Context: an optimization exercise on an open-source flow, tuned for small area and a short achievable clock period. The choices shown serve that exercise and are no tape-out recipe.
Only simulation tests tie the RTL to the original design; equivalence was not proved.
Power and IR drop assume default switching activity.

build 42:
// Fir
module Fir(reset_n,clk,x_in,y_out);
input reset_n,clk;
input [15:0]x_in;
output [23:0]y_out;
wire [15:0]f;    
wire [13:0]q;    
wire [16:0]s3;
wire [17:0]s2,s1;
wire [17:0]y;
reg [13:0]r4;
reg [16:0]r3;
reg [17:0]r2,r1;
mult7_8 m(.a(x_in),.y(f));
assign q=x_in[15:2];
assign s3=f+r4;
assign s2=x_in+r3;
assign s1=f+r2;
assign y=q+r1;
always @(posedge clk or negedge reset_n)
begin
if(!reset_n)
	begin
	r4<=14'h0;
	r3<=17'h0;
	r2<=18'h0;
	r1<=18'h0;
	end
else
	begin
	r4<=q;
	r3<=s3;
	r2<=s2;
	r1<=s1;
	end
end
assign y_out={6'b0,y};
endmodule
Settings: LEC_CHECK=0, CAP_MARGIN=20, CORE_MARGIN=2, CORE_UTILIZATION=40, SLEW_MARGIN=20; clock period 10.0 ns.
run.sh (not shown) runs the stock make flow with config.mk's settings and CLKGATE_MAP_FILE= SYNTH_SCRIPT=/design/flow/synth_recipe.tcl, a recipe that flattens the netlist after the stock synthesis.
Here is what was changed in the inputs of build 21 compared with build 42.
# build 42
export LEC_CHECK = 0
export CAP_MARGIN = 20
export CORE_MARGIN = 2
export CORE_UTILIZATION = 40
export SLEW_MARGIN = 20
create_clock -name core_clock -period 10.0 [get_ports {clk}]
# build 21
export LEC_CHECK = 0
export CAP_MARGIN = 20
export CORE_MARGIN = 2
export CORE_UTILIZATION = 40
export CTS_BUF_LIST = sky130_fd_sc_hd__clkbuf_4
export CTS_CLUSTER_SIZE = 30
export SETUP_SLACK_MARGIN = 4.5
export SLEW_MARGIN = 20
create_clock -name core_clock -period 10.0 [get_ports {clk}]
Notes after the runs:
- Between build 21 and build 42, the difference in worst-case clock buffer depth is negligible.
- The final reports for build 21 and build 42 show area after detailed placement higher in the former.
- In the tables for build 21 and build 42, routed wire length per instance reads lower with build 42.
- Relative to build 42, the first-pass GRT wire length measured on build 21 has increased by a few percent.
- Mux share of post-synthesis cell area came out exactly the same in build 21 and build 42.
- Build 21 falls short of build 42 in routed wire length.
- Maximum ir drop on the vdd rail: build 21 < build 42
- Compare build 21 and build 42 | number of global-route vias before repair lower: build 42
- Compared with build 42, build 21 ends up with a larger final cell area.
- The global-route usage reported for build 21 is greater than that of build 42 by 0.60 points.
- Between build 42 and build 21, the flow reports number of design-rule violations left by the first detailed-router iteration increasing by more than a quarter.
[inputs] build 30 vs build 21
# build 21
export LEC_CHECK = 0
export CAP_MARGIN = 20
export CORE_MARGIN = 2
export CORE_UTILIZATION = 40
export CTS_BUF_LIST = sky130_fd_sc_hd__clkbuf_4
export CTS_CLUSTER_SIZE = 30
export SETUP_SLACK_MARGIN = 4.5
export SLEW_MARGIN = 20
create_clock -name core_clock -period 10.0 [get_ports {clk}]
# build 30
export LEC_CHECK = 0
export CAP_MARGIN = 20
export CORE_MARGIN = 2
export CORE_UTILIZATION = 40
export SETUP_SLACK_MARGIN = 4.5
export SLEW_MARGIN = 20
create_clock -name core_clock -period 10.0 [get_ports {clk}]
Notes after the runs:
Diff build 21..build 30 | combinational power | negligible. Area added between synthesis and finish for build 30: 3.1 points up relative to build 21. Compared with build 21, build 30 shows a fraction of standard cell area that is sequential that is 0.67 points lower. | clock network power share | higher: build 30 |. As far as HPWL after detailed placement is concerned, build 21 and build 30 perform about the same. Between build 21 and build 30, the flow reports post-route standard cell area excluding fillers increasing by a few percent. On final worst slack, build 30 tracks build 21 almost exactly. Comparing build 30 with build 21, the sequential power came out essentially unchanged. Maximum frequency across build 30 and build 21: no real change. On share of cell area taken by multi-input logic gates: between build 30 and build 21, it ends up lower for build 30.
Modified inputs, build 51 compared to build 30
# build 30
export LEC_CHECK = 0
export CAP_MARGIN = 20
export CORE_MARGIN = 2
export CORE_UTILIZATION = 40
export SETUP_SLACK_MARGIN = 4.5
export SLEW_MARGIN = 20
create_clock -name core_clock -period 10.0 [get_ports {clk}]
# build 51
export LEC_CHECK = 0
export ABC_CLOCK_PERIOD_IN_PS = 1500
export CAP_MARGIN = 20
export CORE_MARGIN = 2
export CORE_UTILIZATION = 40
export SETUP_SLACK_MARGIN = 4.5
export SLEW_MARGIN = 20
create_clock -name core_clock -period 10.0 [get_ports {clk}]
==> comparison <==
- Reported for build 51 and build 30, internal power consumption turned out identical to the last digit.
- Design area essentially unchanged between build 30 and build 51.
- Reported for build 51 and build 30, core utilization turned out identical to the last digit.
- Mean number of vias per cell came out exactly the same in build 51 and build 30.
- Comparing build 51 against build 30, there is no change at all in proportion of cell area occupied by multi-input gates.
- Setup slack came out exactly the same in build 51 and build 30.
- Per the comparison of build 51 with build 30, switching share of total power neither gained nor lost much, total half-perimeter wirelength after legalization and detailed placement neither gained nor lost much, power share of the combinational group neither gained nor lost much.

========
run A:
Another version of the RTL of Fir (not shown whole).
Size: roughly 340 cells after synthesis, ~42 I/O pins.
Settings: LEC_CHECK=0, CAP_MARGIN=20, CORE_MARGIN=2, CORE_UTILIZATION=40, CTS_BUF_LIST=sky130_fd_sc_hd__clkbuf_4 sky130_fd_sc_hd__clkbuf_8, CTS_CLUSTER_SIZE=30, SETUP_SLACK_MARGIN=0.0, SLEW_MARGIN=20, SYNTH_HIERARCHICAL=1, SYNTH_MINIMUM_KEEP_SIZE=0; clock period 10.0 ns.
standard.sh (not shown) runs the stock make flow with config.mk's settings and CLKGATE_MAP_FILE= SYNTH_SCRIPT=/design/flow/synth_recipe.tcl, a recipe that flattens the netlist after the stock synthesis.
==> flow/flow/run.sh <==
#!/bin/bash
# Own layout flow: the standard flow (standard.sh), with two changes:
#  - clock tree synthesis without dummy load cells (-dont_use_dummy_load),
#  - port buffers start from buf_1 instead of the flow's default choice.
# Each tool's output goes to the ORFS logs under orfs/logs/; make's own output
# goes to flow_make.log here.
set -euo pipefail
bash standard.sh \
  "CTS_ARGS=-sink_clustering_enable -repair_clock_nets -dont_use_dummy_load -sink_clustering_size 30 -buf_list {sky130_fd_sc_hd__clkbuf_4 sky130_fd_sc_hd__clkbuf_8}" \
  "BUFFER_PORTS_ARGS=-buffer_cell sky130_fd_sc_hd__buf_1" \
  finish > flow_make.log 2>&1
For run B, these inputs were changed with respect to run A:
Settings: swapping 0.0 for 4.5 in SETUP_SLACK_MARGIN.
Notes after the runs:
Number of inserted filler cells in the final layout delta for run B relative to run A: 56 lower
Run B ended up with a lower ratio of final minimum period to clock period than run A did.
Run B: wire length after detailed routing is 7.7% higher than what run A reported.
| worst slack on hold paths | lower: run B |
Of run B and run A, it is run B that has the higher number of vias in the routed layout.
There was hardly any difference in synthesized cell count between run B and run A.
Across both runs, register share of the cell area was lower for run B than for run A.
The higher power came out of run B.
Compared with run A, first-pass GRT wire length in run B increased by a little under 10%.
Post-detailed-placement half-perimeter wirelength, run B and run A, lower one = run B.
Run B: area added between synthesis and finish 10 points above run A

-- what the ideal ports hide --
How much do the figures lean on ideal ports? The routed layouts below were timed once more, with nothing changed but the port constraints.
Step 1 (the two cells are an assumption about what drives the block):
set clk [get_ports {clk}]
set_driving_cell -lib_cell sky130_fd_sc_hd__clkbuf_16 $clk
set_driving_cell -lib_cell sky130_fd_sc_hd__buf_2 [delete_from_list [all_inputs] $clk]
Step 2 also shifts input and output timing later by t, the mid clock arrival at the registers, as if the neighbouring blocks saw the same clock.
Three values: ideal ports, drivers, drivers and shift; two values: the first two.
| run | shift t [ns] | slack for setup (ns) | hold slack, ns | worst setup path at the end | worst register clock-pin slew, ns |
|---|---|---|---|---|---|
| build 42 | 0.368 | 2.679 / 2.657 / 2.657 | 0.451 / 0.451 / 0.451 | input to output | 0.05 / 0.05 |
| build 21 | 0.442 | 4.063 / 4.000 / 4.000 | 0.458 / 0.458 / 0.458 | input to output | 0.11 / 0.11 |
| build 30 | 0.366 | 4.063 / 4.001 / 4.001 | 0.451 / 0.451 / 0.451 | input to output | 0.05 / 0.05 |
| build 51 | 0.366 | 4.063 / 4.001 / 4.001 | 0.451 / 0.451 / 0.451 | input to output | 0.05 / 0.05 |
| run A | 0.361 | 3.720 / 3.729 / 3.368 | 0.480 / 0.480 / 0.480 | input to register | 0.08 / 0.08 |
| run B | 0.367 | 4.534 / 4.481 / 4.164 | 0.474 / 0.474 / 0.474 | input to register | 0.08 / 0.08 |
After both steps setup and hold are still met in every run listed. For run B, which loses most, drivers alone change the setup slack by -0.053 ns; drivers and shift together by -0.370 ns.
